This design comes from an exercise in tuning for small area, a short achievable clock period and few clock cycles on the open sky130 flow, not from production work.
No run shown here included a check of the RTL's function; only the layout flow was run.
Power is estimated from default activity; no workload was simulated.

## flow/design.v (module list and top-level ports; edited modules follow where they fit)
// module sdiv_op: 157 lines
// module sdiv_sub: 245 lines
// module sdiv_pg0c: 4 lines
// module sdiv_pg0: 4 lines
// module sdiv_xnor: 3 lines
// module sdiv_oai_en: 3 lines
// module sdiv_oai: 4 lines
// module sdiv_aoi: 4 lines
// module sdiv_inv2: 4 lines
// module sdiv_abs: 173 lines
// module sdiv_nor2: 3 lines
// module sdiv_nand2: 3 lines
// module sdiv_inv1: 3 lines
// module sdiv_shl: 14 lines
// module sdiv_msb: 29 lines
// module sdiv_dnext: 12 lines
// module sdiv_rnext: 11 lines
// module sdiv_shamt: 11 lines
module sdiv_op #(parameter INPUTS = 2,
		parameter OUTPUTS = 1,
		parameter DATA_IN_SIZE = 32,
		parameter DATA_OUT_SIZE = 32)
		(
		input clk,
		input rst,
		input [INPUTS * (DATA_IN_SIZE)- 1 : 0]data_in_bus,
		input [INPUTS - 1 : 0]valid_in_bus,
		output [INPUTS - 1 : 0] ready_in_bus,
		output [OUTPUTS * (DATA_OUT_SIZE) - 1 : 0]data_out_bus,
		output [OUTPUTS - 1 : 0]valid_out_bus,
		input [OUTPUTS - 1 : 0] ready_out_bus
);
  // ...
==> flow/run.sh <==
#!/bin/bash
# synth_recipe.tcl (not shown) runs the flow's synth.tcl, then flattens the netlist and writes it again
# the make line also repeats each setting of config.mk as NAME=value (left out here)
make -C /OpenROAD-flow-scripts/flow DESIGN_CONFIG=/design/flow/config.mk WORK_HOME=/design/flow/orfs CLKGATE_MAP_FILE= SYNTH_SCRIPT=/design/flow/synth_recipe.tcl finish
==> flow/config.mk <==
export PLATFORM = sky130hd
export DESIGN_NAME = sdiv_op
export DESIGN_NICKNAME = sdiv_op
export VERILOG_FILES = /design/flow/design.v
export SDC_FILE = /design/flow/constraint.sdc
export NUM_CORES = 4
export LEC_CHECK = 0
export CAP_MARGIN = 20
export CORE_MARGIN = 2
export CORE_UTILIZATION = 45
export PLACE_DENSITY = 0.6
export SETUP_SLACK_MARGIN = 2.4
export SLEW_MARGIN = 20
export SYNTH_HIERARCHICAL = 1
==> flow/constraint.sdc <==
create_clock -name core_clock -period 5.0 [get_ports {clk}]
set_input_delay 1.0000 -clock core_clock [delete_from_list [all_inputs] [get_ports {clk}]]
set_output_delay 1.0000 -clock core_clock [all_outputs]
set_load 0.01 [all_outputs]
==> impl_summary.log, run 1 <==
[metrics] cell chain of the critical path: clkdlybuf4s50_1 -> nor2_2 -> nand2_1 -> nor2_1 -> inv_1 -> inv_1 -> nand2b_2 -> xnor2_1 -> mux2i_1 -> o21ai_1
[metrics] number of sequential cells in the layout: 131
[metrics] clock transition at the registers of the reported paths: 70 ps
[metrics] Clock Tree Buf Depth: 2
[metrics] met3 wirelength from detailed routing: 2.662 mm
[metrics] number of buffer and inverter instances along the worst setup path: 3
[metrics] clock root buffer: clkbuf_16
[metrics] Comb pwr share: 67.4%
[metrics] type of origin of the critical path: input port
[metrics] P_sw: 6302 uW
[metrics] antenna violations before repair: 3
[metrics] Tap Cells: 402
[metrics] post-CTS sizing: 21
[metrics] global routing's busiest layer: met2
[metrics] total congestion overflow: 0
[metrics] pre-CTS setup slack: 1660 ps
[metrics] worst hold endpoint: spr$_DFF_P_
[metrics] clock group total power: 1340 uW
[metrics] vias in the first global route: 12407
[metrics] run status: timing/DRC/antenna clean
[metrics] area of the multi-input gates: 10620 um^2
[metrics] number of buffers added for setup after CTS: 7
[metrics] unrepaired setup endpoints after global routing: yes
[metrics] met1 track demand over resource: 36.58%
[metrics] detailed-placement wirelength estimate: 34.32 mm
[metrics] Max FO, Critical Path: 6
[metrics] Iter 0 DRT Violations: 1042
[metrics] routed length on met1: 20.42 mm
[metrics] number of non-clock inverters: 104
[metrics] Largest Pwr Group: combinational cells
[metrics] combinational gate power: 8370 uW
[metrics] Wirelength per Cell: 20.53 um
[metrics] number of warning messages in the yosys log: 8
[metrics] number of cells on the worst reg-to-reg path: 8
[metrics] Non-CTS buffers: 139
[metrics] hold_buf cts: 0
[metrics] crit path launch: data_in_bus[3]
[metrics] Worst-Skew Late Latency: 440 ps
[metrics] layout overhead on the synthesized area: 16.04%
[metrics] P_leak: 0.006403 uW
==> inputs of run 2 (changes only) <==
==> flow/flow/run.sh (new file) <==
#!/bin/bash
# The standard layout, with small plain buffers on the ports instead of the
# delay cells buffer_ports picks by default. Every port still gets a buffer.
set -euo pipefail
export BUFFER_PORTS_ARGS="-buffer_cell sky130_fd_sc_hd__buf_2"
bash standard.sh > standard.log 2>&1
==> flow/standard.sh (new file) <==
#!/bin/bash
# synth_recipe.tcl (not shown) runs the flow's synth.tcl, then flattens the netlist and writes it again
# the make line also repeats each setting of config.mk as NAME=value (left out here)
make -C /OpenROAD-flow-scripts/flow DESIGN_CONFIG=/design/flow/config.mk WORK_HOME=/design/flow/orfs CLKGATE_MAP_FILE= SYNTH_SCRIPT=/design/flow/synth_recipe.tcl "${@:-finish}"
removed: flow/run.sh
==> impl_summary.log, run 2 <==
[metrics] Setup TNS Final: 0 ps
[metrics] number of cells traversed by the worst hold path: 1
[metrics] critical path type: flop to flop
[metrics] run status: timing/DRC/antenna clean
[metrics] CP Data Arrival Time: 2780 ps
[metrics] clock root buffer: clkbuf_16
[metrics] Iter 0 DRT Violations: 1143 (+9.7%)
[metrics] Max FO, Critical Path: 14 (+8)
[metrics] Worst-Margin Slew: 1090 ps
[metrics] die span in x: 183 um
[metrics] number of cells on the worst reg-to-reg path: 8 (unchanged)
[metrics] commonest cells after routing, fill and taps aside: nand2_1 (239), nor2_1 (187), inv_1 (103), mux2i_1 (103), buf_2 (101)
[metrics] die extent in y: 183 um
[metrics] setup slack of the worst register-to-register path: 2500 ps
[metrics] final core utilization: 50.63%
[metrics] peak supply drop: 0.3855 mV
[metrics] PwrDens: 755.6 nW/um^2
[metrics] net total in the final layout: 1892
[metrics] average size of a mapped cell: 8.330 um^2
[metrics] clock transition at the registers of the reported paths: 70 ps (about the same)
[metrics] hold_buf cts: 0 (unchanged)
[metrics] Cell Rows: 65
[metrics] Crit. End Element: flop
[metrics] min-delay worst type: flop to flop
[metrics] TritonCTS clock tree: built
[metrics] worst hold endpoint: spr$_DFF_P_
[metrics] number of hold-slack violations in the final timing report: 0
[metrics] initial core utilization: 45.69%
[metrics] unrepaired setup endpoints after global routing: no
[metrics] maximum number of pins on one net before global-route repair: 82
[metrics] Max transition margin: 27.15%
[metrics] origin of the critical flop-to-flop path: shr[1]$_DFF_P_
[metrics] I/O pin count: 104
[metrics] number of warning messages in the yosys log: 8 (unchanged)
[metrics] number of port buffers: 103
[metrics] number of DRC violations after detailed routing: 0
[metrics] detailed-placement wirelength estimate: 33.89 mm (-1.2%)
[metrics] Worst-Skew Late Latency: 440 ps (about the same)
[metrics] proportion of layout cells with a drive suffix above 1: 28.27%
[metrics] fmax: 399.2 MHz
[metrics] total vias in the final route: 12857
[metrics] layout overhead on the synthesized area: 10.80%
[metrics] most frequent standard cell in the layout excluding fill and tap cells: nand2_1
[metrics] sink count of the clock tree: 131
[metrics] routability congestion estimate from global placement: 0.9558
[metrics] P_leak: 0.006148 uW (-4.0%)
[metrics] fin crit share: 50.10%
[metrics] average via count per standard cell: 5.778
[metrics] data required time at the worst endpoint: 5270 ps
[metrics] Wirelength per Cell: 20.05 um (-2.3%)
[metrics] vias in the first global route: 12330 (-0.62%)
[metrics] Setup-failing EPs final: 0
[metrics] Routed Antenna Nets: 0
[metrics] maximum level of the CTS H-tree: 4
[metrics] Pre-antenna DRT Iters: 7
[metrics] Gate Count Post-Synth: 1731
[metrics] max-slew violation count: 0
[metrics] Clock Tree Buf Depth: 2 (unchanged)
[metrics] worst reg2reg endpoint: d[26]$_DFF_P_
[metrics] Die ar.: 33490 um^2
[metrics] GR Util All Layers: 26.51%
[metrics] first-pass GRT wire length: 69.23 mm
[metrics] Setup Skew: 13.94 ps
[metrics] netlist area before placement: 14420 um^2
[metrics] antenna violations before repair: 0 (-3)
[metrics] Placeable Area: 31560 um^2
[metrics] Maximum Capacitance Violations: 0
[metrics] CTS buffer count: 17
[metrics] wire length after detailed routing: 44.61 mm
[metrics] total congestion overflow: 0 (unchanged)
[metrics] type of origin of the critical path: flop
[metrics] critical hold path startpoint: pa$_DFFE_PN_
[metrics] top flop regs: d x32, q x32, r x32
[metrics] worst hold slack: 495.2 ps
[metrics] post-route minimum period: 2505 ps
[run 2: final cells by class]
cell class | count | area [um^2]
antenna | 1 | 2.502
timing repair buffer | 132 | 777.0
inverter | 104 | 390.4
clock buffer | 17 | 425.4
multi-input combinational | 1423 | 10500
sequential | 131 | 3218
clock inverter | 15 | 157.7
tap | 402 | 503.0
fill | 3019 | 15580
[run 2: routing by layer]
layer | GRT usage [%] | up-vias | share of wire, %
met3 | 3.654 | 82 | 5.4
met1 | 36.31 | 6143 | 45
li1 | - | 6193 | -
met5 | 0 | - | 0
met4 | 9.440 | 0 | 3.1
met2 | 42.82 | 439 | 46
[run 2: critical path, stage by stage (launching register included)]
cell      delay (ps)
dfxtp_4          510
buf_6            240
mux2_2           380
a22o_1           250
o31ai_2          410
o21a_1           220
mux2i_1          110
nor2b_1          170
a211oi_2          60
[run 2: repair_timing]
| action | 4_1_cts | 5_1_grt |
|---|---|---|
| pin swaps | 2 | 2 |
| resized for setup | 12 | 27 |
| gates cloned | 2 | 0 |
| setup buffers | 2 | 7 |
| endpoints found under the setup margin | 67 | 63 |
[run 2: metrics by stage]
step	setup slack (ps)	std cells	cell area, um^2	total power (uW)
after global routing	2334	2224	15970	12920
after detailed placement	1660	2181	15180	10460
final	2495	2225	15980	12070
after floorplan	2355	1738	14610	8628
after CTS	2403	2217	15840	11870
after global placement	1775	2181	15180	10380
[run 2: report_power, final]
| part | internal, uW | total [uW] | switching [uW] | leakage, uW |
|---|---|---|---|---|
| registers | 1780 | 2690 | 909 | 0.00120 |
| logic | 3380 | 8110 | 4730 | 0.00467 |
| clock network | 668 | 1280 | 607 | 0.000278 |
[run 2: how the worst max path moves through the flow]
stage                                from  cells after the start              end
after floorplan           data_in_bus[63]                      7  mb[0]$_DFFE_PN_
after global routing      data_in_bus[31]                      8  ma[0]$_DFFE_PN_
after detailed placement  data_in_bus[63]                      6  mb[1]$_DFFE_PN_
after global placement    data_in_bus[63]                      6  mb[0]$_DFFE_PN_
after CTS                  shr[0]$_DFF_P_                      8    d[25]$_DFF_P_
final                      shr[1]$_DFF_P_                      8    d[26]$_DFF_P_

## static timing again, ports no longer ideal
The flow's constraints put no driver on any port. The routed layouts listed below were extracted and timed again, unchanged, in two steps. Step 1: set_driving_cell puts a clkbuf_16 on clk and a buf_2 on each other input, an assumption about the parent block. Step 2 adds t to the input delays and takes it off the output delays; t is the mean of the earliest and latest rising clock arrival at the registers after step 1. Input paths then give back, and output paths get back, about the clock's delay inside the block. Slacks: no drivers / after step 1 / after step 2; pairs: no drivers / after step 1.
| run | shift t [ns] | setup slack, ns | worst data-port slew with drivers (ns) |
|---|---|---|---|
| run 1 | 0.481 | 2.443 / 2.463 / 1.987 | 0.05 |
| run 2 | 0.480 | 2.495 / 2.495 / 2.023 | 0.05 |
After both steps setup and hold are still met in every run listed. The setup slack of run 2, which loses most, moves by 0.000 ns with the drivers and by -0.472 ns with both steps.
